This design comes from an exercise in tuning for a short achievable clock period and few clock cycles on the open sky130 flow, not from production work. Only simulation tests tie the RTL to the original design; equivalence was not proved. No activity file was given, so power comes from the tool's default toggle rates.

==> flow/design.v <==
module riscv_core (
    input clk,
    input reset,
    output [31:0] imem_addr,
    input  [31:0] imem_rdata,
    output [31:0] dmem_addr,
    output [31:0] dmem_wdata,
    output [1:0]  dmem_size,
    output        dmem_we,
    input  [31:0] dmem_rdata
);
    reg  [31:0] pc_f;
    reg  [31:0] pc_out;      
    reg        x_valid;
    reg [31:0] x_pc, x_pc4, x_imm;
    reg [31:0] x_c1, x_c2;           
    reg [2:0]  x_s1, x_s2, x_sb;     
    reg [4:0]  x_rd;
    reg [31:1] x_rd_oh;
    reg [2:0]  x_f3;
    reg x_lui, x_auipc, x_jal, x_jalr, x_branch, x_load, x_store, x_bsel, x_hz;
    reg x_add, x_sub, x_sll, x_slt, x_sltu, x_xor, x_srl, x_sra, x_or, x_and;
    reg x_rdwe;
    reg [31:0] last_res, last_wb;
    reg        m_we, m_ldwe, m_wres;
    reg [31:0] m_addr, m_wdata;
    reg [1:0]  m_size;
    reg [4:0]  m_rd;
    reg [31:1] m_rd_oh;
    reg [2:0]  m_f3;
    reg [31:0] rf [1:31];
    reg [31:1] wr;
    assign imem_addr  = pc_out;
    assign dmem_addr  = m_addr;
    assign dmem_wdata = m_wdata;
    assign dmem_size  = m_size;
    assign dmem_we    = m_we;
    wire [31:0] in = imem_rdata;
    wire [4:0]  op = in[6:2];
    wire d_lui    = (op == 5'b01101);
    wire d_auipc  = (op == 5'b00101);
    wire d_jal    = (op == 5'b11011);
    wire d_jalr   = (op == 5'b11001);
    wire d_branch = (op == 5'b11000);
    wire d_load   = (op == 5'b00000);
    wire d_store  = (op == 5'b01000);
    wire d_opimm  = (op == 5'b00100);
    wire d_op     = (op == 5'b01100);
    wire [2:0] f3 = in[14:12];
    wire d_alu    = d_opimm | d_op;
    wire d_sub    = d_op & (f3 == 3'b000) & in[30];
    wire d_add    = (d_alu & (f3 == 3'b000) & ~d_sub) | d_load | d_store;
    wire d_sll    = d_alu & (f3 == 3'b001);
    wire d_slt    = d_alu & (f3 == 3'b010);
    wire d_sltu   = d_alu & (f3 == 3'b011);
    wire d_xor    = d_alu & (f3 == 3'b100);
    wire d_srl    = d_alu & (f3 == 3'b101) & ~in[30];
    wire d_sra    = d_alu & (f3 == 3'b101) & in[30];
    wire d_or     = d_alu & (f3 == 3'b110);
    wire d_and    = d_alu & (f3 == 3'b111);
    wire d_rdwe   = (d_lui | d_auipc | d_jal | d_jalr | d_load | d_opimm | d_op) & (in[11:7] != 5'd0);
    wire d_use1   = d_jalr | d_branch | d_load | d_store | d_opimm | d_op;
    wire d_use2   = d_branch | d_store | d_op;
    wire d_bsel   = ~(d_op | d_branch);
    reg [31:0] d_imm;
    always @(*) begin
        if (d_lui | d_auipc)   d_imm = {in[31:12], 12'b0};
        else if (d_jal)        d_imm = {{12{in[31]}}, in[19:12], in[20], in[30:21], 1'b0};
        else if (d_branch)     d_imm = {{20{in[31]}}, in[7], in[30:25], in[11:8], 1'b0};
        else if (d_store)      d_imm = {{21{in[31]}}, in[30:25], in[11:7]};
        else                   d_imm = {{21{in[31]}}, in[30:20]};
    end
    wire [4:0] rs1 = in[19:15];
    wire [4:0] rs2 = in[24:20];
    wire [31:0] sel1 = 32'd1 << rs1;
    wire [31:0] sel2 = 32'd1 << rs2;
    reg [31:0] c1, c2;
    integer j;
    always @(*) begin
        c1 = 32'd0;
        c2 = 32'd0;
        for (j = 1; j < 32; j = j + 1) begin
            c1 = c1 | ({32{sel1[j] & wr[j]}} & rf[j]);
            c2 = c2 | ({32{sel2[j] & wr[j]}} & rf[j]);
        end
    end
    wire x_wres = x_valid & ~x_hz & x_rdwe & ~x_load;
    wire m_wb   = m_wres | m_ldwe;
    wire f1_res = x_wres & (rs1 == x_rd);
    wire f2_res = x_wres & (rs2 == x_rd);
    wire f1_ld  = m_wb & (rs1 == m_rd);
    wire f2_ld  = m_wb & (rs2 == m_rd);
    wire [2:0] s1 = ~d_use1 ? 3'd0 : f1_res ? 3'b100 : f1_ld ? 3'b010 : 3'b001;
    wire [2:0] s2 = ~d_use2 ? 3'd0 : f2_res ? 3'b100 : f2_ld ? 3'b010 : 3'b001;
    wire x_lw = x_valid & x_load & x_rdwe;
    wire d_hz = x_lw & ((d_use1 & (rs1 == x_rd)) | (d_use2 & (rs2 == x_rd)));
    wire [31:0] pc_f4 = pc_f + 32'd4;
    wire [31:0] rs1v = ({32{x_s1[2]}} & last_res) | ({32{x_s1[1]}} & last_wb)
                     | ({32{x_s1[0]}} & x_c1);
    wire [31:0] rs2v = ({32{x_s2[2]}} & last_res) | ({32{x_s2[1]}} & last_wb)
                     | ({32{x_s2[0]}} & x_c2);
    wire [31:0] opb  = ({32{x_sb[2]}} & last_res) | ({32{x_sb[1]}} & last_wb)
                     | ({32{x_sb[0]}} & x_c2) | ({32{x_bsel}} & x_imm);
    wire [31:0] sum, dif;
    wire        sum_c, dif_c;
    ks_add #(32, 6) add_s (.a(rs1v), .b(opb),  .ci(1'b0), .s(sum), .co(sum_c));
    ks_add #(32, 6) add_d (.a(rs1v), .b(~opb), .ci(1'b1), .s(dif), .co(dif_c));
    wire ltu = ~dif_c;
    wire lt  = (rs1v[31] ^ opb[31]) ? rs1v[31] : ltu;
    wire eq  = (rs1v == opb);
    wire [31:0] sl  = rs1v << opb[4:0];
    wire [31:0] sr  = $signed({x_sra & rs1v[31], rs1v}) >>> opb[4:0];
    wire [31:0] pc_imm = x_pc + x_imm;
    wire [31:0] res =
          ({32{x_add}}  & sum)
        | ({32{x_sub}}  & dif)
        | ({32{x_sll}}  & sl)
        | ({32{x_slt}}  & {31'b0, lt})
        | ({32{x_sltu}} & {31'b0, ltu})
        | ({32{x_xor}}  & (rs1v ^ opb))
        | ({32{x_srl | x_sra}} & sr)
        | ({32{x_or}}   & (rs1v | opb))
        | ({32{x_and}}  & (rs1v & opb))
        | ({32{x_lui}}  & x_imm)
        | ({32{x_auipc}} & pc_imm)
        | ({32{x_jal | x_jalr}} & x_pc4);
    reg  cond;
    always @(*) begin
        case (x_f3)
            3'b000: cond = eq;
            3'b001: cond = ~eq;
            3'b100: cond = lt;
            3'b101: cond = ~lt;
            3'b110: cond = ltu;
            default: cond = ~ltu;
        endcase
    end
    wire x_go = x_valid & ~x_hz;
    wire redirect = x_valid & (x_hz | x_jal | x_jalr | (x_branch & cond));
    wire [31:0] target = x_hz ? x_pc : x_jalr ? {sum[31:1], 1'b0} : pc_imm;
    wire [31:0] pc_next = redirect ? target : pc_f4;
    reg [31:0] ld;
    always @(*) begin
        case (m_f3)
            3'b000: ld = {{24{dmem_rdata[7]}}, dmem_rdata[7:0]};
            3'b001: ld = {{16{dmem_rdata[15]}}, dmem_rdata[15:0]};
            3'b100: ld = {24'b0, dmem_rdata[7:0]};
            3'b101: ld = {16'b0, dmem_rdata[15:0]};
            default: ld = dmem_rdata;
        endcase
    end
    always @(posedge clk or posedge reset) begin
        if (reset) begin
            pc_f    <= 32'd0;
            x_valid <= 1'b0;
            m_we    <= 1'b0;
            m_ldwe  <= 1'b0;
            m_wres  <= 1'b0;
        end else begin
            pc_f    <= pc_next;
            x_valid <= ~redirect;
            m_we    <= x_go & x_store;
            m_ldwe  <= x_go & x_load & x_rdwe;
            m_wres  <= x_wres;
        end
    end
    always @(posedge clk) begin
        if (reset) pc_out <= 32'd0;
        else       pc_out <= pc_next;
    end
    always @(posedge clk) begin
        x_pc     <= pc_f;
        x_pc4    <= pc_f4;
        x_imm    <= d_imm;
        x_c1     <= c1;
        x_c2     <= c2;
        x_s1     <= s1;
        x_s2     <= s2;
        x_sb     <= d_bsel ? 3'd0 : s2;
        x_rd     <= in[11:7];
        x_rd_oh  <= (32'd1 << in[11:7]) >> 1;
        x_f3     <= f3;
        x_lui  <= d_lui;  x_auipc <= d_auipc; x_jal <= d_jal; x_jalr <= d_jalr;
        x_branch <= d_branch; x_load <= d_load; x_store <= d_store;
        x_bsel <= d_bsel;
        x_hz   <= d_hz;
        x_add <= d_add; x_sub <= d_sub; x_sll <= d_sll; x_slt <= d_slt; x_sltu <= d_sltu;
        x_xor <= d_xor; x_srl <= d_srl; x_sra <= d_sra; x_or <= d_or; x_and <= d_and;
        x_rdwe <= d_rdwe;
        last_res <= res;
        last_wb  <= wbv;
        m_addr  <= sum;
        m_wdata <= rs2v;
        m_size  <= x_store ? x_f3[1:0] : 2'b10;
        m_rd    <= x_rd;
        m_rd_oh <= x_rd_oh;
        m_f3    <= x_f3;
    end
    wire [31:0] wbv = m_ldwe ? ld : last_res;
    wire [31:1] we  = {31{m_wb}} & m_rd_oh;
    integer i;
    always @(posedge clk) begin
        for (i = 1; i < 32; i = i + 1)
            if (we[i]) rf[i] <= wbv;
    end
    always @(posedge clk or posedge reset) begin
        if (reset) wr <= 31'd0;
        else       wr <= wr | we;
    end
endmodule
module ks_add #(parameter W = 32, parameter L = 6) (
    input  [W-1:0] a,
    input  [W-1:0] b,
    input          ci,
    output [W-1:0] s,
    output         co
);
    wire [W:0] g0 = {a & b, ci};
    wire [W:0] p0 = {a ^ b, 1'b0};
    wire [W:0] g [0:L];
    wire [W:0] p [0:L];
    assign g[0] = g0;
    assign p[0] = p0;
    genvar l, j;
    generate
        for (l = 0; l < L; l = l + 1) begin : lvl
            for (j = 0; j <= W; j = j + 1) begin : bit_
                if (j >= (1 << l)) begin : comb
                    assign g[l+1][j] = g[l][j] | (p[l][j] & g[l][j - (1 << l)]);
                    assign p[l+1][j] = p[l][j] & p[l][j - (1 << l)];
                end else begin : pass
                    assign g[l+1][j] = g[l][j];
                    assign p[l+1][j] = p[l][j];
                end
            end
        end
    endgenerate
    assign s  = p0[W:1] ^ g[L][W-1:0];
    assign co = g[L][W];
endmodule
Settings: LEC_CHECK=0, ABC_CLOCK_PERIOD_IN_PS=2000, CAP_MARGIN=20, CORE_MARGIN=2, CORE_UTILIZATION=30, PLACE_DENSITY=0.5, SLEW_MARGIN=20; clock period 18.0 ns.
standard.sh (not shown) runs the stock make flow with config.mk's settings and CLKGATE_MAP_FILE= SYNTH_SCRIPT=/design/flow/synth_recipe.tcl, a recipe that flattens the netlist after the stock synthesis.
==> flow/flow/run.sh <==
#!/bin/bash
set -euo pipefail
bash standard.sh SETUP_SLACK_MARGIN=13 "BUFFER_PORTS_ARGS=-buffer_cell sky130_fd_sc_hd__buf_4" finish > flow_make.log 2>&1
The baseline went through all stages and came out clean.
Testbench counts at the start, summed over its fixed seeds: cycles 37,241.
==> next run, changes <==
- CORE_UTILIZATION: 30 -> 40
- PLACE_DENSITY: 0.5 -> 0.6
Sequential power hardly moves.
Routed wire length falls by 4.2%.
Global-route usage rises by 9.4 points.
Cell count falls by 8.7%.
Worst setup slack loses 0.12 ns.
Core utilization rises by 11 points.
Die area falls by 25%.
Power falls by 2.7%.
Clock-buffer cell count falls by 3.
Flip-flop and latch count does not change.

==> afterwards: timing with drivers on the ports <==
No port has a modelled driver above. Below, the same layouts with a new extraction and two added sets of constraints. Step 1 (the two cells are an assumption about what drives the block):
set clk [get_ports {clk}]
set_driving_cell -lib_cell sky130_fd_sc_hd__clkbuf_16 $clk
set_driving_cell -lib_cell sky130_fd_sc_hd__buf_2 [delete_from_list [all_inputs] $clk]
Step 2 also shifts input and output timing later by t, the mid clock arrival at the registers, as if the neighbouring blocks saw the same clock. Slacks: no drivers / after step 1 / after step 2; pairs: no drivers / after step 1.
| run | t (ns) | slack for setup (ns) | hold slack, ns | worst data-port slew with drivers (ns) |
|---|---|---|---|---|
| the first run | 0.919 | 12.908 / 12.818 / 11.899 | 0.322 / 0.322 / 0.322 | 0.23 |
| the second run | 0.913 | 12.790 / 12.874 / 11.961 | 0.327 / 0.327 / 0.327 | 0.09 |
After both steps every run listed still meets setup and hold. The setup slack of the first run, which loses most, moves by -0.090 ns with the drivers and by -1.009 ns with both steps.
